This design comes from an exercise in tuning for a short achievable clock period and few clock cycles on the open sky130 flow, not from production work.
The RTL was checked by simulation tests, not by an equivalence proof against the original design.
Power is estimated from default activity; no workload was simulated.

==> flow/flow/run.sh <==
#!/bin/bash
# The standard layout, with timing repair aimed at a period well under the
# 10 ns clock (setup margin 7 ns), so the resizer works on the paths that
# set the achieved period. Synthesis, clock, constraints and all other
# steps are unchanged.
set -euo pipefail
bash standard.sh SETUP_SLACK_MARGIN=7 finish > standard_make.log 2>&1
==> flow/design.v <==
module cpu_top (
    input  wire        clk,
    input  wire        reset,
    output wire [11:0] imem_addr,
    input  wire [17:0] imem_data,
    output wire [11:0] dmem_addr,
    output wire [17:0] dmem_wdata,
    output wire        dmem_we,
    input  wire [17:0] dmem_rdata,
    output wire        halted
);
    reg        stall_r;        
    reg        f_long;         
    reg [11:0] pc1;            
    reg [17:0] ir;
    reg        ir_v;
    reg [11:0] ir_pc1;         
    reg        x_v;
    reg [17:0] x_a, x_b, x_c;
    reg        x_add, x_sub, x_lgc, x_nor, x_shf, x_sra, x_pass;
    reg        x_wen;          
    reg        x_cmov;         
    reg [3:0]  x_wa;
    reg        x_ld, x_st, x_push, x_halt;
    reg [3:0]  x_rd;
    reg [11:0] m_addr;
    reg [17:0] m_wdata;
    reg        m_ld;
    reg [3:0]  m_rd;
    reg        m_wea;          
    reg [3:0]  m_wa;
    reg [17:0] m_res;
    reg        halted_r;
    reg [11:0] pc_o;
    reg        we_o;
    reg        halted_o;
    reg [17:0] R [0:15];
    wire [4:0]  f_op   = imem_data[17:13];
    wire        f_jmp  = (f_op[4:1] == 4'b0101);                
    localparam JK = 4;
    wire [11:0] f_off  = f_op[0] ? {{3{imem_data[8]}}, imem_data[8:0]}    
                                 : imem_data[11:0];                       
    wire [JK:0]   f_l0   = {1'b0, pc1[JK-1:0]} + {1'b0, f_off[JK-1:0]};
    wire [JK+1:0] f_l1s  = {1'b0, pc1[JK-1:0], 1'b1} + {1'b0, f_off[JK-1:0], 1'b1};
    wire [JK:0]   f_l1   = f_l1s[JK+1:1];                                 
    wire [11-JK:0] f_hi  = pc1[11:JK];
    wire [11-JK:0] f_hip = f_hi + 1'b1;
    wire          f_near = (f_off[11:JK] == {(12-JK){1'b0}});
    wire [11:0] f_t0   = {f_l0[JK] ? f_hip : f_hi, f_l0[JK-1:0]};         
    wire [11:0] f_t1   = {f_l1[JK] ? f_hip : f_hi, f_l1[JK-1:0]};         
    wire [11:0] pc2    = pc1 + 12'd1;
    wire [17:0] s_add = x_a + x_b;
    wire [17:0] s_sub = x_a - x_b;
    wire [17:0] lgc   = x_nor ? ~(x_a | x_b) : ~(x_a & x_b);
    wire [18:0] shx   = $signed({x_sra & x_a[17], x_a}) >>> x_b[4:0];
    wire [17:0] x_res = ({18{x_add}}  & s_add)
                      | ({18{x_sub}}  & s_sub)
                      | ({18{x_lgc}}  & lgc)
                      | ({18{x_shf}}  & shx[17:0])
                      | ({18{x_pass}} & x_a)
                      | ({18{x_cmov}} & ((x_b != 18'd0) ? x_a : x_c));
    wire        x_we  = x_v & x_wen;
    wire [4:0]  op  = ir[17:13];
    wire [3:0]  rd  = ir[12:9];
    wire [3:0]  rs1 = ir[8:5];
    wire [3:0]  rs2 = ir[4:1];
    wire [17:0] sx  = {{13{ir[4]}}, ir[4:0]};
    wire [11:0] r_off = op[0] ? {{3{ir[8]}}, ir[8:0]} : ir[11:0];
    wire [11:0] r_t0  = ir_pc1 + r_off;
    wire [12:0] r_t1s = {ir_pc1, 1'b1} + {r_off, 1'b1};
    wire [11:0] r_t1  = r_t1s[12:1];
    wire d_rr    = (op[4:3] == 2'b00) && (op[2:1] != 2'b11);    
    wire d_imm   = (op == 5'd6) || (op == 5'd7) || (op == 5'd8) || (op == 5'd9);
    wire d_add   = (op == 5'd0) || (op == 5'd6);
    wire d_sub   = (op == 5'd1) || (op == 5'd7);
    wire d_lgc   = (op == 5'd2) || (op == 5'd3) || (op == 5'd8) || (op == 5'd9);
    wire d_shf   = (op == 5'd4) || (op == 5'd5);
    wire d_jal   = (op == 5'd11);
    wire d_ld    = (op == 5'd12);
    wire d_st    = (op == 5'd13);
    wire d_push  = (op == 5'd14);
    wire d_pop   = (op == 5'd15);
    wire d_lui   = (op == 5'd16);
    wire d_cmov  = (op == 5'd17);
    wire d_halt  = (op == 5'd31);
    wire use_sp  = d_push | d_pop;
    wire [3:0] f_rd  = imem_data[12:9];
    wire [3:0] f_rs1 = imem_data[8:5];
    wire [3:0] f_rs2 = imem_data[4:1];
    wire f_use_rs1 = (f_op <= 5'd9) | (f_op == 5'd12) | (f_op == 5'd13) | (f_op == 5'd17);
    wire f_use_rs2 = (f_op <= 5'd5) | (f_op == 5'd17);
    wire f_use_rd  = (f_op == 5'd13) | (f_op == 5'd14) | (f_op == 5'd17);  
    wire f_use_sp  = (f_op == 5'd14) | (f_op == 5'd15);
    wire f_dep = (f_use_rs1 & (f_rs1 == rd)) | (f_use_rs2 & (f_rs2 == rd)) |
                 (f_use_rd  & (f_rd  == rd)) | (f_use_sp  & (rd == 4'd15));
    wire run   = ir_v & ~halted_r;
    wire stall = stall_r;
    wire go    = run & ~stall_r & ~(x_v & x_halt);
    wire [3:0] ra = use_sp ? 4'd15 : rs1;
    function [17:0] rdreg(input [3:0] n);
        if (x_we && x_wa == n)
            rdreg = x_res;
        else if (m_ld && m_rd == n)
            rdreg = dmem_rdata;
        else if (m_wea && m_wa == n)
            rdreg = m_res;
        else
            rdreg = R[n];
    endfunction
    wire [17:0] va = rdreg(ra);
    wire [17:0] vb = rdreg(rs2);
    wire [17:0] vc = rdreg(rd);
    wire [17:0] d_a = d_lui ? {ir[8:0], 9'd0} :
                      d_jal ? {6'd0, ir_pc1}  : va;
    wire [17:0] d_b = (d_imm | d_ld | d_st) ? sx :
                      (d_push | d_pop) ? 18'd1 : vb;    
    always @(posedge clk or posedge reset) begin
        if (reset) begin
            pc1     <= 12'd1;
            f_long  <= 1'b0;
            stall_r <= 1'b0;
        end else begin
            if (f_long)
                pc1 <= r_t1;
            else if (!stall)
                pc1 <= f_jmp ? f_t1 : pc2;
            f_long <= ~f_long & ~stall & f_jmp & ~f_near;
            stall_r <= go & (d_ld | d_pop) & ~f_long & f_dep;
        end
    end
    always @(posedge clk) begin
        if (reset) begin
            pc_o     <= 12'd0;
            we_o     <= 1'b0;
            halted_o <= 1'b0;
        end else begin
            if (f_long)
                pc_o <= r_t0;
            else if (!stall)
                pc_o <= f_jmp ? f_t0 : pc1;
            we_o     <= x_v & x_st;
            halted_o <= halted_r | (x_v & x_halt);
        end
    end
    always @(posedge clk or posedge reset) begin
        if (reset)
            ir_v <= 1'b0;
        else if (f_long)
            ir_v <= 1'b0;
        else if (!stall)
            ir_v <= 1'b1;
    end
    always @(posedge clk) begin
        if (!stall) begin
            ir     <= imem_data;
            ir_pc1 <= pc1;
        end
    end
    always @(posedge clk or posedge reset) begin
        if (reset)
            x_v <= 1'b0;
        else
            x_v <= go;
    end
    always @(posedge clk) begin
        x_a    <= d_a;
        x_b    <= d_b;
        x_c    <= vc;
        x_add  <= d_add | d_ld | d_st | d_pop;
        x_sub  <= d_sub | d_push;
        x_lgc  <= d_lgc;
        x_nor  <= op[0];
        x_shf  <= d_shf;
        x_sra  <= op[0];
        x_pass <= d_lui | d_jal;
        x_wen  <= d_rr | d_imm | d_lui | d_jal | d_push | d_pop | d_cmov;
        x_cmov <= d_cmov;
        x_wa   <= use_sp ? 4'd15 : rd;
        x_ld   <= d_ld | d_pop;
        x_st   <= d_st | d_push;
        x_push <= d_push;
        x_halt <= d_halt;
        x_rd   <= rd;
    end
    always @(posedge clk or posedge reset) begin
        if (reset) begin
            halted_r <= 1'b0;
            m_ld     <= 1'b0;
            m_wea    <= 1'b0;
        end else begin
            if (x_v & x_halt)
                halted_r <= 1'b1;
            m_ld    <= x_v & x_ld;
            m_wea   <= x_we;
        end
    end
    always @(posedge clk) begin
        m_addr  <= x_push ? x_a[11:0] : s_add[11:0];
        m_wdata <= x_c;
        m_rd    <= x_rd;
        m_wa    <= x_wa;
        m_res   <= x_res;
    end
    integer i;
    always @(posedge clk or posedge reset) begin
        if (reset) begin
            for (i = 0; i < 16; i = i + 1)
                R[i] <= 18'd0;
        end else begin
            for (i = 0; i < 16; i = i + 1) begin
                if (m_ld && m_rd == i[3:0])
                    R[i] <= dmem_rdata;
                else if (m_wea && m_wa == i[3:0])
                    R[i] <= m_res;
            end
        end
    end
    assign imem_addr  = pc_o;
    assign dmem_addr  = m_addr;
    assign dmem_wdata = m_wdata;
    assign dmem_we    = we_o;
    assign halted     = halted_o;
endmodule
==> flow/constraint.sdc <==
create_clock -name core_clock -period 10.0 [get_ports {clk}]
set_input_delay 2.0000 -clock core_clock [delete_from_list [all_inputs] [get_ports {clk}]]
set_output_delay 2.0000 -clock core_clock [all_outputs]
set_load 0.01 [all_outputs]
==> flow/standard.sh <==
#!/bin/bash
# synth_recipe.tcl (not shown) runs the flow's synth.tcl, then flattens the netlist and writes it again
# the make line also repeats each setting of config.mk as NAME=value (left out here)
make -C /OpenROAD-flow-scripts/flow DESIGN_CONFIG=/design/flow/config.mk WORK_HOME=/design/flow/orfs CLKGATE_MAP_FILE= SYNTH_SCRIPT=/design/flow/synth_recipe.tcl "${@:-finish}"
==> flow/config.mk <==
export PLATFORM = sky130hd
export DESIGN_NAME = cpu_top
export DESIGN_NICKNAME = cpu_top
export VERILOG_FILES = /design/flow/design.v
export SDC_FILE = /design/flow/constraint.sdc
export NUM_CORES = 4
export LEC_CHECK = 0
export ABC_CLOCK_PERIOD_IN_PS = 2500
export CAP_MARGIN = 20
export CORE_MARGIN = 2
export CORE_UTILIZATION = 40
export PLACE_DENSITY = 0.6
export SLEW_MARGIN = 20
export TNS_END_PERCENT = 100
==> results of run 1 <==
final cells by class:
class | count | area, um2 | share of cell area
repair buffers | 372 | 3550 | 0.0888
repair inverters | 1 | 5.00 | 0.000125
clock buffers | 86 | 1720 | 0.0430
clock inverters | 20 | 254 | 0.00634
diodes | 9 | 22.5 | 0.000563
multi-input cells | 2883 | 21100 | 0.528
flip-flops and latches | 481 | 11600 | 0.289
inverters | 103 | 453 | 0.0113
well taps | 1070 | 1340 | 0.0334
what timing repair did:
item / CTS / global route
gates cloned: 10 / 5
buffers inserted: 86 / 76
setup endpoints to repair: 426 / 121
hold buffers: 0 / 0
resized for setup: 460 / 191
pin swaps: 55 / 81
per-layer routing:
| layer | track usage | routed length (um) | up-vias | share of wire |
|---|---|---|---|---|
| met4 | 0.237 | 14500 | 16 | 0.083 |
| li1 | - | - | 14400 | - |
| met5 | 0.00227 | 330 | - | 0.0019 |
| met2 | 0.547 | 69000 | 3197 | 0.39 |
| met1 | 0.506 | 65200 | 17000 | 0.37 |
| met3 | 0.166 | 26600 | 978 | 0.15 |
report_power, final:
part,total [mW],leakage [nW],switching [mW],internal [mW]
sequential,4.34,5.19,1.49,2.85
clock,2.24,0.970,0.925,1.32
combinational,4.73,9.95,2.59,2.13
synthesized netlist by cell type, types with 39 or more instances:
| cell | number |
|---|---|
| a21oi_1 | 329 |
| a221oi_1 | 39 |
| a22oi_1 | 197 |
| buf_2 | 88 |
| clkbuf_1 | 234 |
| dfrtp_1 | 306 |
| dfxtp_1 | 144 |
| ha_1 | 72 |
| inv_1 | 98 |
| mux2_2 | 43 |
| mux2i_1 | 361 |
| nand2_1 | 342 |
| nand3_1 | 99 |
| nand4_1 | 55 |
| nor2_1 | 325 |
| nor3_1 | 46 |
| o211ai_1 | 42 |
| o21ai_0 | 255 |
| o22ai_1 | 50 |
| xor2_1 | 56 |
registers in the layout (all words and copies together) (netlist names), 12 cells and up:
| name | count |
|---|---|
| ir_pc1 | 12 |
| pc_o | 12 |
| R | 288 |
| pc1 | 12 |
| m_addr | 12 |
| x_c | 18 |
| x_b | 18 |
| x_a | 18 |
| ir | 18 |
| m_res | 18 |
| m_wdata | 18 |
cells by family after synthesis:
| group | after synthesis |
|---|---|
| flops | 481 |
| fa+ha+maj | 78 |
| compound gates | 1218 |
| buf+inv | 468 |
| simple gates | 1071 |
| xor+xnor | 89 |
| mux | 424 |
worst max-delay path, delay by kind of cell:
kind	cells	cell delay (ns)
multiplexers	1	0.68
AO/OA/AOI/OAI	1	0.14
buffers and inverters	1	1.03
worst min path at each step:
stage	from	to	slack (ns)	cells after the start
2_1_floorplan	x_rd[0]	m_rd[0]	0.31	0
3_3_place_gp	x_rd[1]	m_rd[1]	0.31	0
3_5_place_dp	x_rd[2]	m_rd[2]	0.31	0
4_1_cts	x_rd[2]	m_rd[2]	0.32	0
5_1_grt	x_rd[0]	m_rd[0]	0.34	0
6_report	x_rd[2]	m_rd[2]	0.32	0
==> flow_summary_export.csv, run 1 <==
group,metric,value,unit
sta,max_slew.worst_pin.slew,1.19,ns
global_route,antenna_found_initial,13,
worst_setup_path,worstSetupStartpointType,"primary input",
worst_setup_path,crit_chain,"clkdlybuf4s50_1 -> mux2i_1 -> a21oi_1",
cts,cts_tree,"built",
cts,clockBufferDepth,3,
pwr,p_leak,16.1,nW
placement,dp_hpwl,107,mm
logic_synthesis,ys.flop_type,"dfrtp_1",
placement,postPlaceCellArea,34900,um2
cts,clk-insertion-delay-late,0.65,ns
placement,place_congestion,1.03,
worst_setup_path,cp-startpoint,"dmem_rdata[12]",
sta,period_needed,3.36,ns
worst_setup_path,endpoint,"x_c[12]",
sta,rsz0062_at_grt,"true",
drt,vias_per_cell,7.07,
die,pin_count,82,
worst_setup_path,crit_fanout,19,
sta,whs,0.325,ns
logic_synthesis,synth_edf_count,30,
logic_synthesis,synth-compound-area-share,0.242,
cells_and_area,layout_common_cells,"mux2i_1, nand2_1, a21oi_1, dfrtp_1, nor2_1",
placement,place_ws,5.30,ns
cells_and_area,postLayoutCoreUtil,0.490,
sta,final.setup.tns,0,ns
logic_synthesis,yosysWarnings,2,
cells_and_area,layout-drive-gt1-share,0.210,
global_route,first_global_vias,32400,
global_route,grt_usage,0.394,
logic_synthesis,syn-mean-instance-area,8.58,um2
sta,hold_viol_final,0,
logic_synthesis,synth_top_family_by_area,"compound AO/OA/AOI/OAI gates",
global_route,grt_pass1_wl,243,mm
worst_setup_path,max_stage_delay,1.03,ns
drt,firstDrtPassIters,9,
worst_setup_path,reg2reg_setup_slack,6.66,ns
logic_synthesis,ys_async_sr_fraction,0.638,
worst_setup_path,path_class,"primary input to register",
logic_synthesis,synth_top_area_cell,"dfrtp_1",
logic_synthesis,syn-num-nets,3945,
drt,drc,0,
cts,path_clk_slew,0.06,ns
worst_setup_path,rr_startpoint,"ir[8]",
logic_synthesis,synth_xor_area_frac,0.0237,
worst_hold_path,min_path_type,"register to register",
worst_setup_path,end_kind,"register",
logic_synthesis,yosysSeqAreaShare,0.349,
cts,cts_buffers,57,
sta,postLayoutSetupSlackWorst,6.64,ns
logic_synthesis,synthTopCellsByArea,"dfrtp_1, mux2i_1, dfxtp_1",
worst_setup_path,cp.required,10.51,ns
drt,antenna_left,0,
logic_synthesis,syn_area,32900,um2
cts,cts_htree_levels,2,
placement,io_buffers,81,
sta,relSlewSlack,0.207,
sta,drv_slew,0,
drt,vias,35500,
die,fp-row-count,105,
sta,setup_viol_count_final,0,
cells_and_area,finish.net_count,4015,
drt,postRouteWirelength,176,mm
cells_and_area,fin_area,40000,um2
die,core_area,81700,um2
worst_setup_path,ff2ff_path_depth,9,
logic_synthesis,ys_seq_elements,481,
logic_synthesis,muxShareOfSynthArea,0.138,
sta,timing.fmax,298,MHz
cts,root_buffer,"clkbuf_16",
cells_and_area,instances_no_fill,5025,
die,die_h,291,um
die,die-area,84500,um2
job,maxCapViolCount,0,
sta,final.period_utilization,0.336,
die,start_util,0.402,
sta,skew,0.0409,ns
logic_synthesis,synth_adder_area_share,0.0311,
cells_and_area,n_fill_cell,7676,
drt,drt_iter0_drc,6154,
logic_synthesis,yosys.cell_types.count,100,
placement,post-place-cells,4732,
cells_and_area,final_common_cell,"mux2i_1",
cells_and_area,syn_to_final_growth,21.8,%
logic_synthesis,syn_inst,3829,
worst_setup_path,rr_endpoint,"x_a[12]",
worst_setup_path,cpMaxStageDelayCell,"clkdlybuf4s50_1",
logic_synthesis,synthSimpleGateAreaFrac,0.157,
worst_setup_path,worst_ep_arrival_time,3.87,ns
global_route,grt_max_degree,128,
die,fp.dieW,291,um
cts,clock_sinks,481,
status,status,"no timing/DRC/antenna violations",
global_route,gr-total-overflow,0,
pwr,p_per_area,282,nW/um2
pwr,ir_drop,137,uV
logic_synthesis,synth_top_area_share,0.233,
pwr,p_total,11.3,mW
drt,wl_per_cell,35.0,um
Testbench counts, summed over its fixed seeds: cycles 23,505.
==> inputs of run 2 (changes only) <==
==> flow/flow/run.sh (replaced) <==
#!/bin/bash
# The standard layout, with two changes to how it is made:
#  - timing repair aims at a period well under the 10 ns clock (setup
#    margin 7 ns), so the resizer works on the paths that set the achieved
#    period;
#  - the resizer may swap a cell for a drive strength with a different
#    footprint (MATCH_CELL_FOOTPRINT 0); placement is legalised after it.
# Synthesis, clock, constraints and all other steps are unchanged.
set -euo pipefail
bash standard.sh SETUP_SLACK_MARGIN=7 MATCH_CELL_FOOTPRINT=0 finish > standard_make.log 2>&1
==> flow_summary_export.csv, run 2 <==
group,metric,value,unit
drt,vias,35000,
drt,drt_iter0_drc,6043,
placement,place_congestion,1.09,
global_route,first_global_vias,32000,
status,status,"no timing/DRC/antenna violations",
global_route,grt_pass1_wl,234,mm
die,pin_count,82,
cts,clock_sinks,481,
logic_synthesis,yosys.cell_types.count,100,
logic_synthesis,synth_top_area_share,0.233,
pwr,clkPwrFrac,0.199,
logic_synthesis,syn-num-nets,3945,
worst_setup_path,reg2reg_setup_slack,6.67,ns
sta,drv_slew,0,
logic_synthesis,post-synth-top-count-cell,"mux2i_1",
sta,postLayoutSetupSlackWorst,6.67,ns
pwr,p_total,11.1,mW
logic_synthesis,ys.flop_type,"dfrtp_1",
die,core_area,81700,um2
sta,hold_viol_final,0,
pwr,intPower,6.18,mW
global_route,grt-busiest-layer,"met2",
logic_synthesis,synth_adder_area_share,0.0311,
die,fp-row-count,105,
pwr,p_leak,16.3,nW
logic_synthesis,synthSimpleGateAreaFrac,0.157,
pwr,p_sw,4.90,mW
drt,postRouteWirelength,170,mm
drt,vias_per_cell,6.97,
cts,cts_buffers,55,
die,start_util,0.402,
placement,post-place-cells,4735,
logic_synthesis,ys_async_sr_fraction,0.638,
drt,drc,0,
logic_synthesis,synth_edf_count,30,
logic_synthesis,synth_top_family_by_area,"compound AO/OA/AOI/OAI gates",
worst_hold_path,min_path_type,"register to register",
die,die_h,291,um
cts,ctsHoldBuffers,0,
cells_and_area,postLayoutCoreUtil,0.490,
worst_setup_path,crit_fanout,26,
cts,path_clk_slew,0.06,ns
drt,antenna_left,0,
placement,dp_hpwl,103,mm
pwr,power_frac_comb,0.411,
sta,final.period_utilization,0.333,
global_route,gr-total-overflow,0,
global_route,grt_max_degree,75,
pwr,ir_drop,151,uV
worst_setup_path,cp.required,10.57,ns
pwr,power.share.switching,0.442,
logic_synthesis,muxShareOfSynthArea,0.138,
global_route,antenna_found_initial,12,
global_route,use_met1,0.474,
worst_setup_path,ff2ff_path_depth,11,
sta,setup_viol_count_final,0,
cells_and_area,final_common_cell,"mux2i_1",
global_route,grtUsageMet2,0.523,
worst_setup_path,worst_ep_arrival_time,3.90,ns
global_route,grt_use_met3,0.160,
logic_synthesis,synth_xor_area_frac,0.0237,
logic_synthesis,yosysSeqAreaShare,0.349,
worst_setup_path,max_stage_delay,0.62,ns
die,die-area,84500,um2
drt,firstDrtPassIters,10,
pwr,p_seq_frac,0.390,
cells_and_area,syn_to_final_growth,21.9,%
sta,rsz0062_at_grt,"true",
cells_and_area,finish.net_count,4015,
cells_and_area,layout-drive-gt1-share,0.203,
logic_synthesis,synthTopCellsByArea,"dfrtp_1, mux2i_1, dfxtp_1",
sta,skew,0.0294,ns
sta,period_needed,3.33,ns
placement,io_buffers,81,
worst_setup_path,crit_chain,"buf_8 -> buf_12 -> nand2b_2 -> nor2_4 -> buf_12 -> a22oi_1 -> mux4_2 -> nand4b_1 -> a22oi_2 -> a211oi_4 -> a221o_1",
worst_setup_path,crit_top_cell,"buf_12",
logic_synthesis,syn_inst,3829,
sta,timing.fmax,300,MHz
cells_and_area,largest_reg_flops,288,
logic_synthesis,synth-compound-area-share,0.242,
worst_setup_path,rr_endpoint,"x_a[3]",
worst_setup_path,cp-startpoint,"ir[8]",
worst_setup_path,worstSetupStartpointType,"register",
cells_and_area,layout_common_cells,"mux2i_1, nand2_1, a21oi_1, dfrtp_1, nor2_1",
logic_synthesis,synth_top_area_cell,"dfrtp_1",
logic_synthesis,syn-mean-instance-area,8.58,um2
worst_setup_path,end_kind,"register",
logic_synthesis,syn_area,32900,um2
pwr,p_per_area,276,nW/um2
job,maxCapViolCount,0,
worst_setup_path,rr_startpoint,"ir[8]",
worst_setup_path,path_class,"register to register",
cts,root_buffer,"clkbuf_16",
worst_setup_path,cpMaxStageDelayCell,"a211oi_4",
logic_synthesis,synth.top_cells.by_count,"mux2i_1, nand2_1, a21oi_1",
global_route,grt_usage,0.376,
sta,relSlewSlack,0.221,
die,fp.dieW,291,um
cts,cts_htree_levels,2,
cells_and_area,regMostFlops,"R",
worst_setup_path,endpoint,"x_a[3]",
cts,clk-insertion-delay-late,0.65,ns
cells_and_area,instances_no_fill,5020,
logic_synthesis,yosysWarnings,2,
logic_synthesis,ys_seq_elements,481,
drt,wl_per_cell,33.9,um
cts,cts_tree,"built",
placement,place_ws,5.27,ns
sta,final.setup.tns,0,ns
sta,max_slew.worst_pin.slew,1.17,ns
cts,clockBufferDepth,3,
[run 2: cell counts after synthesis]
No cell type changed its count.
[run 2: kinds of logic after synthesis]
| logic type | Yosys count |
|---|---|
| buffers and inverters | 468 |
| XOR/XNOR | 89 |
| flip-flops | 481 |
| adder cells (fa/ha/maj) | 78 |
| AND/OR/NAND/NOR | 1071 |
| multiplexers | 424 |
| AO/OA/AOI/OAI | 1218 |
[run 2: stage by stage]
step	hold WS (ns)	area, um2
floorplan	0.310	33100
global placement	0.311	34900
detailed placement	0.312	34900
CTS	0.325	38600
global route	0.330	40100
finish	0.324	40100
[run 2: worst max-delay path: cells and delay by family, from the launching register on]
family | cells | cell delay [ns]
AO/OA/AOI/OAI | 4 | 1.08
AND/OR/NAND/NOR | 3 | 0.62
buffers and inverters | 3 | 0.60
multiplexers | 1 | 0.48
flip-flops | 1 | 0.39
[run 2: layer usage]
metal | routed length, um | part of all wire
met5 | 343 | 0.0020
met2 | 66500 | 0.39
met1 | 61500 | 0.36
met4 | 14900 | 0.087
met3 | 27000 | 0.16
[run 2: repair_timing]
action	CTS	global route
endpoints found under the setup margin	433	197
resized for setup	421	164
buffers inserted	88	65
gates cloned	10	12
hold endpoints to repair	0	0
pin swaps	53	74
[run 2: cell type report]
class / instances / area [um2]
inverters: 103 / 433
well taps: 1070 / 1340
diodes: 7 / 17.5
fillers: 7674 / 41600
flip-flops and latches: 481 / 11600
repair buffers: 376 / 3850
multi-input cells: 2882 / 20900
clock buffers: 74 / 1590
clock inverters: 27 / 339
[run 2: how the worst min path moves through the flow]
stage | slack (ns) | to | cells after the start | from
detailed placement | 0.31 | m_rd[2] | 0 | x_rd[2]
global route | 0.33 | m_rd[0] | 0 | x_rd[0]
global placement | 0.31 | m_rd[1] | 0 | x_rd[1]
finish | 0.32 | m_rd[1] | 0 | x_rd[1]
CTS | 0.32 | m_rd[1] | 0 | x_rd[1]
floorplan | 0.31 | m_rd[0] | 0 | x_rd[0]
[run 2: power groups by stage]
| stage | combinational, mW | clock [mW] | sequential (mW) |
|---|---|---|---|
| final | 4.56 | 2.20 | 4.32 |
| after global routing | 4.85 | 2.28 | 4.36 |
| after CTS | 4.13 | 2.20 | 4.20 |
| after detailed placement | 3.79 | 0 | 4.22 |
| after global placement | 3.75 | 0 | 4.23 |
| after floorplan | 2.87 | 0 | 3.49 |
==> inputs of run 3 (changes only) <==
--- a/flow/design.v
+++ b/flow/design.v
@@ -15,6 +15,7 @@
     reg [17:0] ir;
     reg        ir_v;
     reg [11:0] ir_pc1;         
+    reg [15:0] ra_oh, rb_oh, rc_oh;   
     reg        x_v;
     reg [17:0] x_a, x_b, x_c;
     reg        x_add, x_sub, x_lgc, x_nor, x_shf, x_sra, x_pass;
@@ -97,7 +98,15 @@
     wire stall = stall_r;
     wire go    = run & ~stall_r & ~(x_v & x_halt);
     wire [3:0] ra = use_sp ? 4'd15 : rs1;
-    function [17:0] rdreg(input [3:0] n);
+    function [17:0] rfsel(input [15:0] oh);
+        integer j;
+        begin
+            rfsel = 18'd0;
+            for (j = 0; j < 16; j = j + 1)
+                rfsel = rfsel | ({18{oh[j]}} & R[j]);
+        end
+    endfunction
+    function [17:0] rdreg(input [3:0] n, input [17:0] rf);
         if (x_we && x_wa == n)
             rdreg = x_res;
         else if (m_ld && m_rd == n)
@@ -105,11 +114,11 @@
         else if (m_wea && m_wa == n)
             rdreg = m_res;
         else
-            rdreg = R[n];
+            rdreg = rf;
     endfunction
-    wire [17:0] va = rdreg(ra);
-    wire [17:0] vb = rdreg(rs2);
-    wire [17:0] vc = rdreg(rd);
+    wire [17:0] va = rdreg(ra,  rfsel(ra_oh));
+    wire [17:0] vb = rdreg(rs2, rfsel(rb_oh));
+    wire [17:0] vc = rdreg(rd,  rfsel(rc_oh));
     wire [17:0] d_a = d_lui ? {ir[8:0], 9'd0} :
                       d_jal ? {6'd0, ir_pc1}  : va;
     wire [17:0] d_b = (d_imm | d_ld | d_st) ? sx :
@@ -154,6 +163,9 @@
         if (!stall) begin
             ir     <= imem_data;
             ir_pc1 <= pc1;
+            ra_oh  <= f_use_sp ? 16'h8000 : 16'd1 << f_rs1;
+            rb_oh  <= 16'd1 << f_rs2;
+            rc_oh  <= 16'd1 << f_rd;
         end
     end
     always @(posedge clk or posedge reset) begin
==> flow_summary_export.csv, run 3 <==
group,metric,value,unit
status,status,"no timing/DRC/antenna violations",
pwr,p_sw,4.80,mW
cells_and_area,instances_no_fill,4763,
logic_synthesis,synth_edf_count,78,
logic_synthesis,syn_inst,3659,
cts,clk-insertion-delay-late,0.67,ns
logic_synthesis,post-synth-top-count-cell,"mux2i_1",
global_route,grt_pass1_wl,218,mm
pwr,clkPwrFrac,0.217,
worst_hold_path,min_from,"x_rd[0]",
pwr,intPower,6.60,mW
placement,place_congestion,0.972,
worst_setup_path,ff2ff_path_depth,9,
cells_and_area,fin_area,38700,um2
sta,whs,0.320,ns
cts,clockBufferDepth,3,
placement,postPlaceCellArea,34800,um2
cells_and_area,syn_to_final_growth,17.1,%
global_route,grt_usage,0.350,
die,fp.dieW,291,um
cells_and_area,layout-drive-gt1-share,0.162,
sta,drv_slew,0,
drt,vias_per_cell,6.92,
logic_synthesis,yosys.cell_types.count,90,
cts,root_buffer,"clkbuf_16",
sta,timing.fmax,316,MHz
die,die_h,291,um
global_route,grt_max_degree,83,
logic_synthesis,syn-mean-instance-area,9.02,um2
logic_synthesis,synth.top_cells.by_count,"mux2i_1, nor2_1, dfrtp_1",
global_route,antenna_found_initial,10,
pwr,ir_drop,169,uV
cells_and_area,layout_common_cells,"mux2i_1, nor2_1, dfrtp_1, nand2_1, a21oi_1",
sta,postLayoutSetupSlackWorst,6.83,ns
cells_and_area,postLayoutCoreUtil,0.472,
logic_synthesis,synth_top_area_cell,"dfrtp_1",
logic_synthesis,yosysWarnings,2,
sta,relSlewSlack,0.154,
pwr,p_per_area,295,nW/um2
logic_synthesis,yosysSeqAreaShare,0.391,
cells_and_area,final_common_cell,"mux2i_1",
placement,post-place-cells,4549,
pwr,p_seq_frac,0.389,
global_route,first_global_vias,30200,
worst_setup_path,rr_endpoint,"x_a[12]",
sta,period_needed,3.17,ns
worst_setup_path,crit_fanout,6,
worst_hold_path,holdPathStages,0,
sta,skew,0.0328,ns
logic_synthesis,ys.flop_type,"dfrtp_1",
cts,clock_sinks,529,
cells_and_area,finish.net_count,3748,
placement,dp_hpwl,88.8,mm
cts,cts_htree_levels,2,
worst_setup_path,end_kind,"register",
die,die-area,84800,um2
global_route,gr-total-overflow,0,
cells_and_area,regMostFlops,"R",
cells_and_area,largest_reg_flops,288,
cts,cts_tree,"built",
drt,drt_iter0_drc,5329,
logic_synthesis,synthTopCellsByArea,"dfrtp_1, mux2i_1, dfxtp_1",
worst_hold_path,min_to,"m_rd[0]",
drt,antenna_left,0,
worst_setup_path,cp.required,10.59,ns
worst_setup_path,worst_ep_arrival_time,3.76,ns
sta,final.period_utilization,0.317,
worst_hold_path,min_path_type,"register to register",
sta,setup_viol_count_final,0,
logic_synthesis,ys_async_sr_fraction,0.580,
worst_setup_path,reg2reg_setup_slack,6.98,ns
drt,firstDrtPassIters,11,
drt,postRouteWirelength,154,mm
sta,hold_viol_final,0,
drt,drc,0,
placement,place_ws,5.18,ns
pwr,p_total,11.4,mW
die,core_area,81800,um2
logic_synthesis,syn-num-nets,3775,
placement,io_buffers,81,
drt,wl_per_cell,32.4,um
worst_setup_path,worstSetupStartpointType,"primary input",
logic_synthesis,synth_top_area_share,0.232,
die,start_util,0.403,
drt,vias,33000,
sta,max_slew.worst_pin.slew,1.27,ns
cts,cts_buffers,60,
logic_synthesis,syn_area,33000,um2
pwr,power.share.switching,0.421,
worst_setup_path,rr_startpoint,"ir[17]",
die,pin_count,82,
pwr,power_frac_comb,0.395,
sta,rsz0062_at_grt,"true",
sta,final.setup.tns,0,ns
cts,path_clk_slew,0.06,ns
worst_setup_path,path_class,"primary input to register",
logic_synthesis,ys_seq_elements,529,
die,fp-row-count,105,
job,maxCapViolCount,0,
pwr,p_leak,15.9,nW
==> run 3: cell types whose count changed after synthesis, moves of 47 or more <==
cell / previous run / this run
nand2_1: 342 / 295
a221oi_1: 39 / 212
a22o_1: 38 / 210
nand3_1: 99 / 29
buf_2: 88 / 21
a22oi_1: 197 / 26
edfxtp_1: 30 / 78
clkbuf_1: 234 / 285
==> run 3: worst max-delay path by stage <==
stage	from	to	cells past startpoint
after floorplan	reset	we_o	2
after global placement	imem_data[0]	pc_o[9]	11
after detailed placement	imem_data[1]	pc_o[9]	10
after CTS	imem_data[0]	pc_o[9]	11
after global routing	imem_data[0]	pc_o[9]	11
final	imem_data[0]	pc_o[10]	13
==> run 3: kinds of logic after synthesis <==
kind of cell	count (synthesis)	synth area share
compound gates	1193	0.250
simple gates	913	0.124
flops	529	0.391
buf+inv	462	0.0540
mux	398	0.127
xor+xnor	86	0.0228
fa+ha+maj	78	0.0309
==> run 3: what timing repair did <==
| item | 4_1_cts | 5_1_grt |
|---|---|---|
| cloned | 5 | 0 |
| setup buffers | 47 | 39 |
| pin swaps | 42 | 45 |
| setup endpoints to repair | 431 | 110 |
| gates resized for setup | 337 | 122 |
| hold buffers | 0 | 0 |
==> run 3: cell type report <==
type,instances,area [um2]
multi-input cells,2668,19300
well taps,1070,1340
diodes,9,22.5
inverters,104,418
fillers,7673,43200
flip-flops and latches,529,13000
repair buffers,268,2430
clock buffers,86,1770
clock inverters,28,408
repair inverters,1,5.00
==> run 3: layer usage <==
layer	GRT usage	vias to the layer above	share of wire
met5	0.0272	-	0.0016
met3	0.150	844	0.15
met1	0.457	15800	0.38
met4	0.186	17	0.071
met2	0.483	2729	0.40
li1	-	13600	-
==> run 3: power by group through the flow <==
stage / clock, mW / combinational, mW / sequential [mW]
global route: 2.57 / 4.82 / 4.51
global placement: 0 / 3.79 / 4.36
CTS: 2.48 / 4.10 / 4.33
finish: 2.47 / 4.50 / 4.43
floorplan: 0 / 2.88 / 3.76
detailed placement: 0 / 3.82 / 4.35
==> run 3: critical path, stage by stage <==
cell and delay, ns:
buf_12 0.09, ha_4 0.13, inv_2 0.03, fa_2 0.35
nor2b_2 0.13, o21ai_2 0.08, a21oi_4 0.17, buf_6 0.16
nand4_1 0.12, xor2_1 0.17, o21ai_1 0.12, nand2b_1 0.09
a21oi_2 0.11
Testbench counts of run 3, summed over its fixed seeds: cycles 23,505.
==> inputs of run 4 (changes only) <==
--- a/flow/design.v
+++ b/flow/design.v
@@ -42,14 +42,15 @@
     wire [11:0] f_off  = f_op[0] ? {{3{imem_data[8]}}, imem_data[8:0]}    
                                  : imem_data[11:0];                       
     wire [JK:0]   f_l0   = {1'b0, pc1[JK-1:0]} + {1'b0, f_off[JK-1:0]};
-    wire [JK+1:0] f_l1s  = {1'b0, pc1[JK-1:0], 1'b1} + {1'b0, f_off[JK-1:0], 1'b1};
-    wire [JK:0]   f_l1   = f_l1s[JK+1:1];                                 
+    wire [11:0]   pc2    = pc1 + 12'd1;
+    wire [JK:0]   f_l1   = {1'b0, pc2[JK-1:0]} + {1'b0, f_off[JK-1:0]};
     wire [11-JK:0] f_hi  = pc1[11:JK];
     wire [11-JK:0] f_hip = f_hi + 1'b1;
     wire          f_near = (f_off[11:JK] == {(12-JK){1'b0}});
     wire [11:0] f_t0   = {f_l0[JK] ? f_hip : f_hi, f_l0[JK-1:0]};         
-    wire [11:0] f_t1   = {f_l1[JK] ? f_hip : f_hi, f_l1[JK-1:0]};         
-    wire [11:0] pc2    = pc1 + 12'd1;
+    wire [11-JK:0] f_h2  = pc2[11:JK];
+    wire [11-JK:0] f_h2p = f_h2 + 1'b1;
+    wire [11:0] f_t1   = {f_l1[JK] ? f_h2p : f_h2, f_l1[JK-1:0]};         
     wire [17:0] s_add = x_a + x_b;
     wire [17:0] s_sub = x_a - x_b;
     wire [17:0] lgc   = x_nor ? ~(x_a | x_b) : ~(x_a & x_b);
==> flow/flow/run.sh (replaced) <==
#!/bin/bash
# The standard layout, with three changes to how it is made:
#  - timing repair aims at a period well under the 10 ns clock (setup
#    margin 7 ns), so the resizer works on the paths that set the achieved
#    period;
#  - the resizer may swap a cell for a drive strength with a different
#    footprint (MATCH_CELL_FOOTPRINT 0); placement is legalised after it;
#  - synthesis leaves adders to ABC instead of mapping them to the
#    library's full/half-adder cells (ADDER_MAP_FILE empty). Registers,
#    their names and cell types are the same as the standard synthesis's.
# The clock, constraints and all other steps are unchanged.
set -euo pipefail
bash standard.sh SETUP_SLACK_MARGIN=7 MATCH_CELL_FOOTPRINT=0 ADDER_MAP_FILE= finish > standard_make.log 2>&1
==> flow_summary_export.csv, run 4 <==
group,metric,value,unit
placement,place_congestion,0.969,
global_route,antenna_found_initial,13,
logic_synthesis,synth_top_area_cell,"dfrtp_1",
cells_and_area,regMostFlops,"R",
cells_and_area,n_fill_cell,7907,
cells_and_area,postLayoutCoreUtil,0.466,
worst_setup_path,path_delay_family,"flip-flops",
logic_synthesis,ys.flop_type,"dfrtp_1",
pwr,p_per_area,290,nW/um2
global_route,grt_max_degree,82,
cells_and_area,multi_input_area,19100,um2
logic_synthesis,synth.top_cells.by_count,"nor2_1, mux2i_1, clkbuf_1",
cts,ctsHoldBuffers,0,
cells_and_area,finish.net_count,3717,
cts,root_buffer,"clkbuf_16",
drt,postRouteWirelength,149,mm
cts,clk-insertion-delay-late,0.69,ns
job,maxCapViolCount,0,
die,pin_count,82,
cts,clock_sinks,529,
logic_synthesis,yosysWarnings,2,
drt,vias,32500,
pwr,ir_drop,171,uV
drt,wl_per_cell,31.1,um
placement,postPlaceCellArea,34800,um2
logic_synthesis,syn_inst,3736,
worst_setup_path,crit_chain,"buf_6",
worst_setup_path,cp.required,8.00,ns
logic_synthesis,ys_async_sr_fraction,0.580,
cells_and_area,largest_reg_flops,288,
die,start_util,0.404,
global_route,grt_usage,0.339,
sta,hold_viol_final,0,
die,fp-row-count,105,
cells_and_area,ff_latch_area,13000,um2
worst_setup_path,path_class,"register to primary output",
logic_synthesis,synth_top_family_by_area,"compound AO/OA/AOI/OAI gates",
global_route,gr-total-overflow,0,
logic_synthesis,synth_xor_area_frac,0.0444,
sta,setup_viol_count_final,0,
sta,max_slew.worst_pin.slew,1.23,ns
drt,firstDrtPassIters,10,
sta,rsz0062_at_grt,"true",
logic_synthesis,synth_top_area_share,0.231,
die,die-area,85100,um2
worst_setup_path,end_kind,"primary output",
logic_synthesis,post-synth-top-count-cell,"nor2_1",
drt,drc,0,
sta,period_needed,3.12,ns
drt,antenna_left,0,
logic_synthesis,yosys.cell_types.count,84,
die,die_h,292,um
cts,path_clk_slew,0.06,ns
logic_synthesis,synth_adder_area_share,0.0116,
cts,clockBufferDepth,3,
die,core_area,82000,um2
worst_hold_path,min_path_type,"register to register",
cells_and_area,layout-drive-gt1-share,0.153,
logic_synthesis,synth_edf_count,78,
placement,io_buffers,81,
global_route,grt_pass1_wl,214,mm
worst_setup_path,crit_fanout,2,
cells_and_area,syn_to_final_growth,15.4,%
sta,final.setup.tns,0,ns
worst_setup_path,crit_buf_inv,1,
pwr,p_total,11.1,mW
logic_synthesis,ys_seq_elements,529,
sta,timing.fmax,321,MHz
drt,drt_iter0_drc,5642,
pwr,p_leak,15.5,nW
sta,final.period_utilization,0.312,
global_route,first_global_vias,29800,
sta,drv_slew,0,
worst_setup_path,worst_ep_arrival_time,1.12,ns
logic_synthesis,muxShareOfSynthArea,0.128,
worst_setup_path,worstSetupStartpointType,"register",
logic_synthesis,synthSimpleGateAreaFrac,0.136,
worst_setup_path,max_stage_delay,0.34,ns
logic_synthesis,yosysSeqAreaShare,0.390,
drt,vias_per_cell,6.77,
cts,cts_tree,"built",
cts,cts_htree_levels,2,
cells_and_area,final_common_cell,"nor2_1",
sta,skew,0.0597,ns
sta,whs,0.326,ns
logic_synthesis,syn_area,33100,um2
worst_setup_path,cpMaxStageDelayCell,"dfxtp_2",
placement,dp_hpwl,86.0,mm
cells_and_area,fin_area,38200,um2
logic_synthesis,syn-num-nets,3774,
sta,relSlewSlack,0.182,
logic_synthesis,syn-mean-instance-area,8.86,um2
cells_and_area,layout_common_cells,"nor2_1, mux2i_1, dfrtp_1, a21oi_1, nand2_1",
status,status,"no timing/DRC/antenna violations",
cts,cts_buffers,59,
logic_synthesis,synthTopCellsByArea,"dfrtp_1, mux2i_1, dfxtp_1",
die,fp.dieW,292,um
logic_synthesis,synth-compound-area-share,0.240,
[run 4: kinds of logic (layout without fill, tap and decap cells)]
logic type / after synthesis / count (layout)
compound gates: 1162 / 1162
simple gates: 1007 / 1007
flops: 529 / 529
buf+inv: 435 / 425
mux: 398 / 398
xor+xnor: 167 / 167
fa+ha+maj: 38 / 38
other cells: 0 / 7
[run 4: worst reg2reg max path, stage by stage (launching register included)]
cell and delay [ns]:
dfxtp_4 0.38, or4_4 0.56, nor4_4 0.17, and4_4 0.28, buf_12 0.12, mux2_2 0.32
a222oi_1 0.32, nand3_2 0.19, o211ai_1 0.43, nand2_1 0.12
[run 4: final cells by class]
type,instances,share of cell area
timing repair buffer,281,0.0661
clock buffer,77,0.0425
clock inverter,31,0.0127
inverter,36,0.00383
tap,1070,0.0350
sequential,529,0.340
multi-input combinational,2772,0.499
antenna,7,0.000459
[run 4: path summary, 6_finish.rpt]
path | cells after the start | to | from | slack (ns)
setup / recovery | 1 | imem_addr[2] | pc_o[2] | 6.88
hold / removal | 0 | m_rd[3] | x_rd[3] | 0.33
setup reg to reg | 9 | x_b[3] | x_b[15] | 7.01
hold reg to reg | 0 | m_rd[3] | x_rd[3] | 0.33
max in group asynchronous | 4 | R[9][11] | reset | 7.40
min in group asynchronous | 3 | pc1[5] | reset | 1.78
[run 4: timing repair]
action | 4_1_cts | 5_1_grt
setup endpoints to repair | 415 | 99
endpoints found under the hold margin | 0 | 0
pin swaps | 23 | 40
gates cloned | 6 | 0
buffers inserted | 43 | 50
gates resized for setup | 278 | 78
[run 4: per-stage QoR]
stage,worst slack (ns),cells
after floorplan,2.59,3736
after global placement,5.15,4588
after detailed placement,5.11,4589
after CTS,6.85,4746
after global routing,6.82,4800
final,6.88,4803
[run 4: routing by layer]
| metal | vias to the layer above | routed length [um] | part of all wire | track usage |
|---|---|---|---|---|
| met5 | - | 85 | 0.00057 | 0.00227 |
| met4 | 10 | 10300 | 0.069 | 0.180 |
| met3 | 725 | 23200 | 0.16 | 0.139 |
| met2 | 2635 | 58500 | 0.39 | 0.461 |
| met1 | 15500 | 57400 | 0.38 | 0.455 |
| li1 | 13700 | - | - | - |
[run 4: where the power goes]
group	total (mW)	switching [mW]	internal, mW
registers	4.60	1.51	3.09
logic	4.08	2.16	1.92
clock network	2.40	0.992	1.41
Testbench counts of run 4, summed over its fixed seeds: cycles 23,505.
==> inputs of run 5 (changes only) <==
--- a/flow/design.v
+++ b/flow/design.v
@@ -38,19 +38,16 @@
     reg [17:0] R [0:15];
     wire [4:0]  f_op   = imem_data[17:13];
     wire        f_jmp  = (f_op[4:1] == 4'b0101);                
-    localparam JK = 4;
+    localparam JK = 6;
     wire [11:0] f_off  = f_op[0] ? {{3{imem_data[8]}}, imem_data[8:0]}    
                                  : imem_data[11:0];                       
-    wire [JK:0]   f_l0   = {1'b0, pc1[JK-1:0]} + {1'b0, f_off[JK-1:0]};
-    wire [11:0]   pc2    = pc1 + 12'd1;
-    wire [JK:0]   f_l1   = {1'b0, pc2[JK-1:0]} + {1'b0, f_off[JK-1:0]};
-    wire [11-JK:0] f_hi  = pc1[11:JK];
-    wire [11-JK:0] f_hip = f_hi + 1'b1;
-    wire          f_near = (f_off[11:JK] == {(12-JK){1'b0}});
-    wire [11:0] f_t0   = {f_l0[JK] ? f_hip : f_hi, f_l0[JK-1:0]};         
-    wire [11-JK:0] f_h2  = pc2[11:JK];
-    wire [11-JK:0] f_h2p = f_h2 + 1'b1;
-    wire [11:0] f_t1   = {f_l1[JK] ? f_h2p : f_h2, f_l1[JK-1:0]};         
+    wire [JK-1:0] f_l0   = pc1[JK-1:0] + f_off[JK-1:0];
+    wire [JK+1:0] f_l1s  = {1'b0, pc1[JK-1:0], 1'b1} + {1'b0, f_off[JK-1:0], 1'b1};
+    wire [JK:0]   f_l1   = f_l1s[JK+1:1];                                 
+    wire          f_near = (f_off[11:JK] == {(12-JK){1'b0}}) & ~f_l1[JK];
+    wire [11:0] f_t0   = {pc1[11:JK], f_l0};                              
+    wire [11:0] f_t1   = {pc1[11:JK], f_l1[JK-1:0]};                      
+    wire [11:0] pc2    = pc1 + 12'd1;
     wire [17:0] s_add = x_a + x_b;
     wire [17:0] s_sub = x_a - x_b;
     wire [17:0] lgc   = x_nor ? ~(x_a | x_b) : ~(x_a & x_b);
@@ -124,16 +121,21 @@
                       d_jal ? {6'd0, ir_pc1}  : va;
     wire [17:0] d_b = (d_imm | d_ld | d_st) ? sx :
                       (d_push | d_pop) ? 18'd1 : vb;    
+    wire        n_long = f_long;
+    wire        n_hold = ~f_long & stall_r;
+    wire        n_seq  = ~f_long & ~stall_r & ~f_jmp;
+    wire        n_jmp  = ~f_long & ~stall_r &  f_jmp;
+    wire [11:0] pc_next  = ({12{n_long}} & r_t0) | ({12{n_hold}} & pc_o)
+                         | ({12{n_seq}}  & pc1)  | ({12{n_jmp}}  & f_t0);
+    wire [11:0] pc1_next = ({12{n_long}} & r_t1) | ({12{n_hold}} & pc1)
+                         | ({12{n_seq}}  & pc2)  | ({12{n_jmp}}  & f_t1);
     always @(posedge clk or posedge reset) begin
         if (reset) begin
             pc1     <= 12'd1;
             f_long  <= 1'b0;
             stall_r <= 1'b0;
         end else begin
-            if (f_long)
-                pc1 <= r_t1;
-            else if (!stall)
-                pc1 <= f_jmp ? f_t1 : pc2;
+            pc1 <= pc1_next;
             f_long <= ~f_long & ~stall & f_jmp & ~f_near;
             stall_r <= go & (d_ld | d_pop) & ~f_long & f_dep;
         end
@@ -144,10 +146,7 @@
             we_o     <= 1'b0;
             halted_o <= 1'b0;
         end else begin
-            if (f_long)
-                pc_o <= r_t0;
-            else if (!stall)
-                pc_o <= f_jmp ? f_t0 : pc1;
+            pc_o <= pc_next;
             we_o     <= x_v & x_st;
             halted_o <= halted_r | (x_v & x_halt);
         end
==> flow_summary_export.csv, run 5 <==
group,metric,value,unit
cells_and_area,final_common_cell,"nor2_1",
global_route,grt_pass1_wl,213,mm
cts,root_buffer,"clkbuf_16",
status,status,"no timing/DRC/antenna violations",
cts,clockBufferDepth,3,
pwr,p_sw,4.67,mW
worst_setup_path,worst_ep_arrival_time,1.14,ns
cells_and_area,multi_input_area,19000,um2
logic_synthesis,yosysSeqAreaShare,0.392,
logic_synthesis,syn_inst,3735,
worst_hold_path,min_path_type,"register to register",
sta,max_slew.worst_pin.slew,1.23,ns
pwr,clkPwrFrac,0.215,
placement,dp_hpwl,86.3,mm
worst_setup_path,worstSetupStartpointType,"register",
logic_synthesis,yosys.cell_types.count,75,
logic_synthesis,ys_seq_elements,529,
die,fp.dieW,291,um
die,start_util,0.403,
drt,firstDrtPassIters,20,
global_route,gr-total-overflow,0,
sta,whs,0.326,ns
logic_synthesis,syn-num-nets,3773,
drt,wl_per_cell,31.1,um
cts,path_clk_slew,0.06,ns
logic_synthesis,synth.top_cells.by_count,"nor2_1, clkbuf_1, mux2i_1",
placement,postPlaceCellArea,34600,um2
cells_and_area,largest_reg_flops,288,
drt,vias,32600,
worst_setup_path,max_stage_delay,0.35,ns
worst_setup_path,path_delay_family,"flip-flops",
placement,place_congestion,0.987,
cells_and_area,postLayoutCoreUtil,0.468,
cts,cts_buffers,59,
global_route,grt_usage,0.339,
die,pin_count,82,
placement,post-place-cells,4584,
sta,hold_viol_final,0,
global_route,antenna_found_initial,4,
worst_setup_path,cp.required,8.00,ns
cells_and_area,layout_common_cells,"nor2_1, mux2i_1, dfrtp_1, a21oi_1, nand2_1",
drt,postRouteWirelength,149,mm
cells_and_area,n_fill_cell,7797,
pwr,power.share.switching,0.427,
sta,final.period_utilization,0.314,
logic_synthesis,syn_area,33000,um2
cells_and_area,regMostFlops,"R",
drt,drc,0,
logic_synthesis,synthTopCellsByArea,"dfrtp_1, mux2i_1, dfxtp_1",
cells_and_area,layout-drive-gt1-share,0.153,
logic_synthesis,synth_edf_count,78,
logic_synthesis,synth_top_area_share,0.232,
sta,timing.fmax,319,MHz
pwr,p_per_area,286,nW/um2
global_route,grt_max_degree,87,
logic_synthesis,ys.flop_type,"dfrtp_1",
sta,period_needed,3.14,ns
logic_synthesis,post-synth-top-count-cell,"nor2_1",
drt,antenna_left,0,
cells_and_area,finish.net_count,3713,
pwr,power_frac_comb,0.372,
cts,ctsHoldBuffers,0,
sta,skew,0.0294,ns
sta,rsz0062_at_grt,"true",
die,die-area,84700,um2
sta,final.setup.tns,0,ns
cts,cts_tree,"built",
worst_setup_path,path_class,"register to primary output",
placement,io_buffers,81,
sta,setup_viol_count_final,0,
cells_and_area,syn_to_final_growth,16.3,%
sta,drv_slew,0,
global_route,first_global_vias,30100,
cells_and_area,instances_no_fill,4799,
cells_and_area,ff_latch_area,13000,um2
worst_setup_path,end_kind,"primary output",
logic_synthesis,synth_top_area_cell,"dfrtp_1",
pwr,ir_drop,191,uV
logic_synthesis,syn-mean-instance-area,8.82,um2
worst_setup_path,crit_buf_inv,1,
logic_synthesis,ys_async_sr_fraction,0.580,
cells_and_area,fin_area,38300,um2
drt,drt_iter0_drc,5446,
die,core_area,81800,um2
cts,cts_htree_levels,2,
logic_synthesis,yosysWarnings,2,
pwr,p_seq_frac,0.413,
pwr,intPower,6.28,mW
cts,clk-insertion-delay-late,0.69,ns
drt,vias_per_cell,6.80,
die,die_h,291,um
worst_setup_path,cpMaxStageDelayCell,"dfxtp_2",
worst_setup_path,crit_chain,"buf_6",
worst_setup_path,crit_fanout,2,
job,maxCapViolCount,0,
die,fp-row-count,105,
cts,clock_sinks,529,
sta,relSlewSlack,0.177,
pwr,p_leak,15.4,nW
==> run 5: changes by cell type after synthesis, moves of 13 or more <==
cell / previous run / this run
a21oi_1: 289 / 319
and3_1: 10 / 39
clkbuf_1: 315 / 335
inv_1: 31 / 56
mux2_2: 29 / 16
mux2i_1: 349 / 335
nand2_1: 287 / 272
nand3_1: 74 / 48
nor2_1: 395 / 367
o21ai_0: 214 / 257
o21ai_1: 21 / 6
==> run 5: layer usage <==
metal	GRT usage	part of all wire
met4	0.196	0.078
met3	0.147	0.16
met1	0.435	0.37
met2	0.470	0.40
met5	0.00510	0.000074
==> run 5: area by class of cell <==
cell class,count,share of cell area
Tap cell,1070,0.0349
Clock inverter,39,0.0114
Clock buffer,73,0.0423
Timing Repair Buffer,280,0.0703
Inverter,56,0.00581
Multi-Input combinational cell,2748,0.496
Sequential cell,529,0.339
Antenna cell,3,0.000196
Timing Repair inverter,1,0.000131
==> run 5: power by group through the flow <==
stage	combinational, mW	clock, mW	sequential [mW]
floorplan	2.98	0	3.71
global placement	3.58	0	4.45
detailed placement	3.64	0	4.45
CTS	3.79	2.36	4.43
global route	4.39	2.45	4.62
finish	4.08	2.36	4.52
==> run 5: what timing repair did <==
item,in CTS,in global routing
resized for setup,313,115
cloned,4,0
buffers inserted,37,53
setup endpoints to repair,439,106
pin swaps,25,26
==> run 5: worst paths after layout <==
check	startpoint	end	slack, ns	cells after the start
min in group asynchronous	reset	pc1[6]	1.70	2
max in group asynchronous	reset	R[14][17]	7.45	5
min reg2reg	x_rd[3]	m_rd[3]	0.33	0
min	x_rd[3]	m_rd[3]	0.33	0
max	pc_o[6]	imem_addr[6]	6.86	1
max reg2reg	ir[9]	x_c[17]	6.87	8
==> run 5: cell families after synthesis <==
logic type / after synthesis / share of synthesized area
fa+ha+maj: 31 / 0.00957
buf+inv: 458 / 0.0527
simple gates: 956 / 0.131
flops: 529 / 0.392
mux: 369 / 0.120
xor+xnor: 167 / 0.0444
compound gates: 1225 / 0.252
==> run 5: metrics by stage <==
stage                     setup WS, ns  total power [mW]
after detailed placement          5.08              8.09
after global placement            5.11              8.03
after CTS                         6.86              10.6
final                             6.86              11.0
after global routing              6.84              11.5
after floorplan                   2.57              6.69
Testbench counts of run 5, summed over its fixed seeds: cycles 23,576.
==> inputs of run 6 (changes only) <==
==> flow/flow/run.sh (replaced) <==
#!/bin/bash
# The standard layout, with two changes to how it is made:
#  - timing repair aims at a period well under the 10 ns clock (setup
#    margin 7 ns), so the resizer works on the paths that set the achieved
#    period;
#  - the resizer may swap a cell for a drive strength with a different
#    footprint (MATCH_CELL_FOOTPRINT 0); placement is legalised after it.
# Synthesis, clock, constraints and all other steps are unchanged.
set -euo pipefail
bash standard.sh SETUP_SLACK_MARGIN=7 MATCH_CELL_FOOTPRINT=0 finish > standard_make.log 2>&1
--- a/flow/config.mk
+++ b/flow/config.mk
@@ -9,6 +9,8 @@
 export CAP_MARGIN = 20
 export CORE_MARGIN = 2
 export CORE_UTILIZATION = 40
+export CTS_CLUSTER_DIAMETER = 120
+export CTS_CLUSTER_SIZE = 16
 export PLACE_DENSITY = 0.6
 export SLEW_MARGIN = 20
 export TNS_END_PERCENT = 100
==> flow_summary_export.csv, run 6 <==
group,metric,value,unit
logic_synthesis,synth_top_area_share,0.235,
cts,path_clk_slew,0.09,ns
logic_synthesis,ys_async_sr_fraction,0.580,
drt,firstDrtPassIters,11,
drt,antenna_left,0,
logic_synthesis,syn_inst,3619,
pwr,p_sw,4.56,mW
sta,relSlewSlack,0.165,
logic_synthesis,yosys.cell_types.count,84,
logic_synthesis,synth.top_cells.by_count,"mux2i_1, nor2_1, a21oi_1",
pwr,ir_drop,137,uV
logic_synthesis,synth_edf_count,78,
sta,final.setup.tns,0,ns
drt,vias,32200,
cts,clk-insertion-delay-late,0.63,ns
sta,skew,0.0604,ns
cells_and_area,n_fill_cell,7664,
cts,cts_buffers,39,
placement,post-place-cells,4500,
logic_synthesis,syn-mean-instance-area,9.02,um2
cells_and_area,instances_no_fill,4658,
worst_setup_path,cpMaxStageDelayCell,"dfxtp_2",
pwr,p_total,10.4,mW
placement,dp_hpwl,86.1,mm
drt,met3_length,23.3,mm
worst_setup_path,worstSetupStartpointType,"register",
worst_setup_path,path_class,"register to primary output",
placement,place_congestion,0.982,
sta,setup_viol_count_final,0,
placement,postPlaceCellArea,34400,um2
die,pin_count,82,
drt,drc,0,
worst_hold_path,min_path_type,"register to register",
status,status,"no timing/DRC/antenna violations",
sta,drv_slew,0,
logic_synthesis,post-synth-top-count-cell,"mux2i_1",
drt,met2_length,58.8,mm
sta,final.period_utilization,0.307,
sta,max_slew.worst_pin.slew,1.25,ns
pwr,p_seq_frac,0.428,
cts,cts_htree_levels,2,
drt,drt-met1-wl,55.6,mm
logic_synthesis,syn-num-nets,3736,
cts,clockBufferDepth,3,
worst_setup_path,end_kind,"primary output",
cells_and_area,layout_common_cells,"mux2i_1, nor2_1, a21oi_1, dfrtp_1, nand2_1",
die,fp.dieW,290,um
global_route,gr-total-overflow,0,
drt,postRouteWirelength,149,mm
cells_and_area,regMostFlops,"R",
pwr,p_leak,15.0,nW
worst_setup_path,worst_ep_arrival_time,1.07,ns
die,start_util,0.405,
drt,drt_iter0_drc,5335,
cells_and_area,syn_to_final_growth,13.2,%
drt,wl_per_cell,32.0,um
logic_synthesis,synth_top_area_cell,"dfrtp_1",
logic_synthesis,ys.flop_type,"dfrtp_1",
global_route,first_global_vias,29200,
sta,rsz0062_at_grt,"true",
logic_synthesis,yosysSeqAreaShare,0.395,
placement,io_buffers,81,
die,die-area,83900,um2
sta,period_needed,3.07,ns
pwr,intPower,5.81,mW
die,fp-row-count,104,
logic_synthesis,ys_seq_elements,529,
worst_setup_path,path_delay_family,"flip-flops",
pwr,clkPwrFrac,0.157,
logic_synthesis,yosysWarnings,2,
cells_and_area,layout-drive-gt1-share,0.132,
drt,dr.max_layer_used,"met5",
cts,root_buffer,"clkbuf_16",
die,core_area,80700,um2
cells_and_area,finish.net_count,3674,
cts,cts_tree,"built",
worst_setup_path,crit_fanout,2,
cells_and_area,fin_area,36900,um2
logic_synthesis,synthTopCellsByArea,"dfrtp_1, mux2i_1, dfxtp_1",
global_route,grt_usage,0.349,
cells_and_area,final_common_cell,"mux2i_1",
sta,hold_viol_final,0,
global_route,grt_max_degree,80,
die,die_h,290,um
cells_and_area,largest_reg_flops,288,
worst_setup_path,crit_buf_inv,1,
cells_and_area,postLayoutCoreUtil,0.458,
global_route,grt_pass1_wl,213,mm
sta,timing.fmax,326,MHz
logic_synthesis,syn_area,32600,um2
pwr,power_frac_comb,0.415,
worst_setup_path,crit_chain,"buf_6",
job,maxCapViolCount,0,
pwr,power.share.switching,0.440,
cts,clock_sinks,529,
global_route,antenna_found_initial,12,
pwr,p_per_area,281,nW/um2
worst_setup_path,max_stage_delay,0.37,ns
drt,vias_per_cell,6.92,
worst_setup_path,cp.required,8.00,ns
## run 6: cell count changes after synthesis, moves of 51 or more
cell / previous run / this run
a22oi_1: 149 / 51
o21ai_0: 257 / 179
ha_1: 0 / 73
a221oi_1: 150 / 208
clkbuf_1: 335 / 282
o21ai_1: 6 / 57
## run 6: final timing paths
kind / depth (start not counted) / startpoint / slack (ns) / to
min in group asynchronous: 3 / reset / 1.75 / x_v
max in group asynchronous: 4 / reset / 7.42 / R[8][0]
worst max-delay path: 1 / pc_o[2] / 6.93 / imem_addr[2]
worst max register to register: 10 / x_a[10] / 6.93 / x_b[17]
worst min register to register: 0 / x_rd[1] / 0.27 / m_rd[1]
worst min-delay path: 0 / x_rd[1] / 0.27 / m_rd[1]
## run 6: timing repair
| action | CTS | global route |
|---|---|---|
| hold endpoints to repair | 0 | 0 |
| buffers inserted | 30 | 37 |
| pin swaps | 22 | 39 |
| hold buffers | 0 | 0 |
| gates resized for setup | 290 | 87 |
| gates cloned | 5 | 0 |
| endpoints found under the setup margin | 426 | 100 |
## run 6: cell families after synthesis
kind of cell / after synthesis / share of synthesized area
simple gates: 904 / 0.124
flops: 529 / 0.395
compound gates: 1185 / 0.249
buf+inv: 455 / 0.0540
fa+ha+maj: 79 / 0.0317
mux: 374 / 0.121
xor+xnor: 93 / 0.0249
## run 6: area by class of cell
cell class,instances,area [um2],share of cell area
clock buffer,65,1090,0.0296
antenna,13,32.5,0.000880
timing repair inverter,1,5.00,0.000135
timing repair buffer,256,2330,0.0632
multi-input combinational,2635,18700,0.506
tap,1060,1330,0.0359
sequential,529,13000,0.352
clock inverter,4,71.3,0.00193
inverter,95,383,0.0104
## run 6: through the flow
stage | hold WS, ns | setup WS, ns
6_report | 0.275 | 6.93
5_1_grt | 0.306 | 6.89
4_1_cts | 0.298 | 6.91
3_5_place_dp | 0.312 | 5.74
3_3_place_gp | 0.311 | 5.77
2_1_floorplan | 0.310 | 2.59
## run 6: power groups by stage
stage / Sequential (mW) / Clock [mW] / Combinational, mW
after floorplan: 3.74 / 0 / 2.85
after global placement: 4.36 / 0 / 3.69
after detailed placement: 4.35 / 0 / 3.73
after CTS: 4.34 / 1.64 / 3.94
after global routing: 4.51 / 1.71 / 4.63
final: 4.44 / 1.62 / 4.31
## run 6: per-layer routing
layer,up-vias,track usage
li1,13300,-
met1,15300,0.449
met2,2764,0.483
met3,842,0.162
met4,6,0.187
met5,-,0.00511

[what the ideal ports hide]
No port has a modelled driver above. Below, the same layouts with a new extraction and two added sets of constraints. Step 1 assumes that a clkbuf_16 drives the clock port and a buf_2 every other input. Step 2 also shifts input and output timing later by t, the mid clock arrival at the registers, as if the neighbouring blocks saw the same clock. Slacks: ideal / step 1 / step 2; pairs: ideal / step 1.
run | shift t [ns] | setup slack, ns | pins driven straight from the clock port
run 1 | 0.703 | 6.640 / 6.639 / 5.936 | 1
run 2 | 0.702 | 6.668 / 6.668 / 6.118 | 1
run 3 | 0.724 | 6.835 / 6.801 / 6.110 | 1
run 4 | 0.730 | 6.884 / 6.818 / 6.179 | 1
run 5 | 0.740 | 6.863 / 6.797 / 6.263 | 1
run 6 | 0.670 | 6.931 / 6.866 / 6.371 | 1
After both steps every run listed still meets setup and hold. For run 3, which loses most, drivers alone change the setup slack by -0.034 ns; drivers and shift together by -0.725 ns.
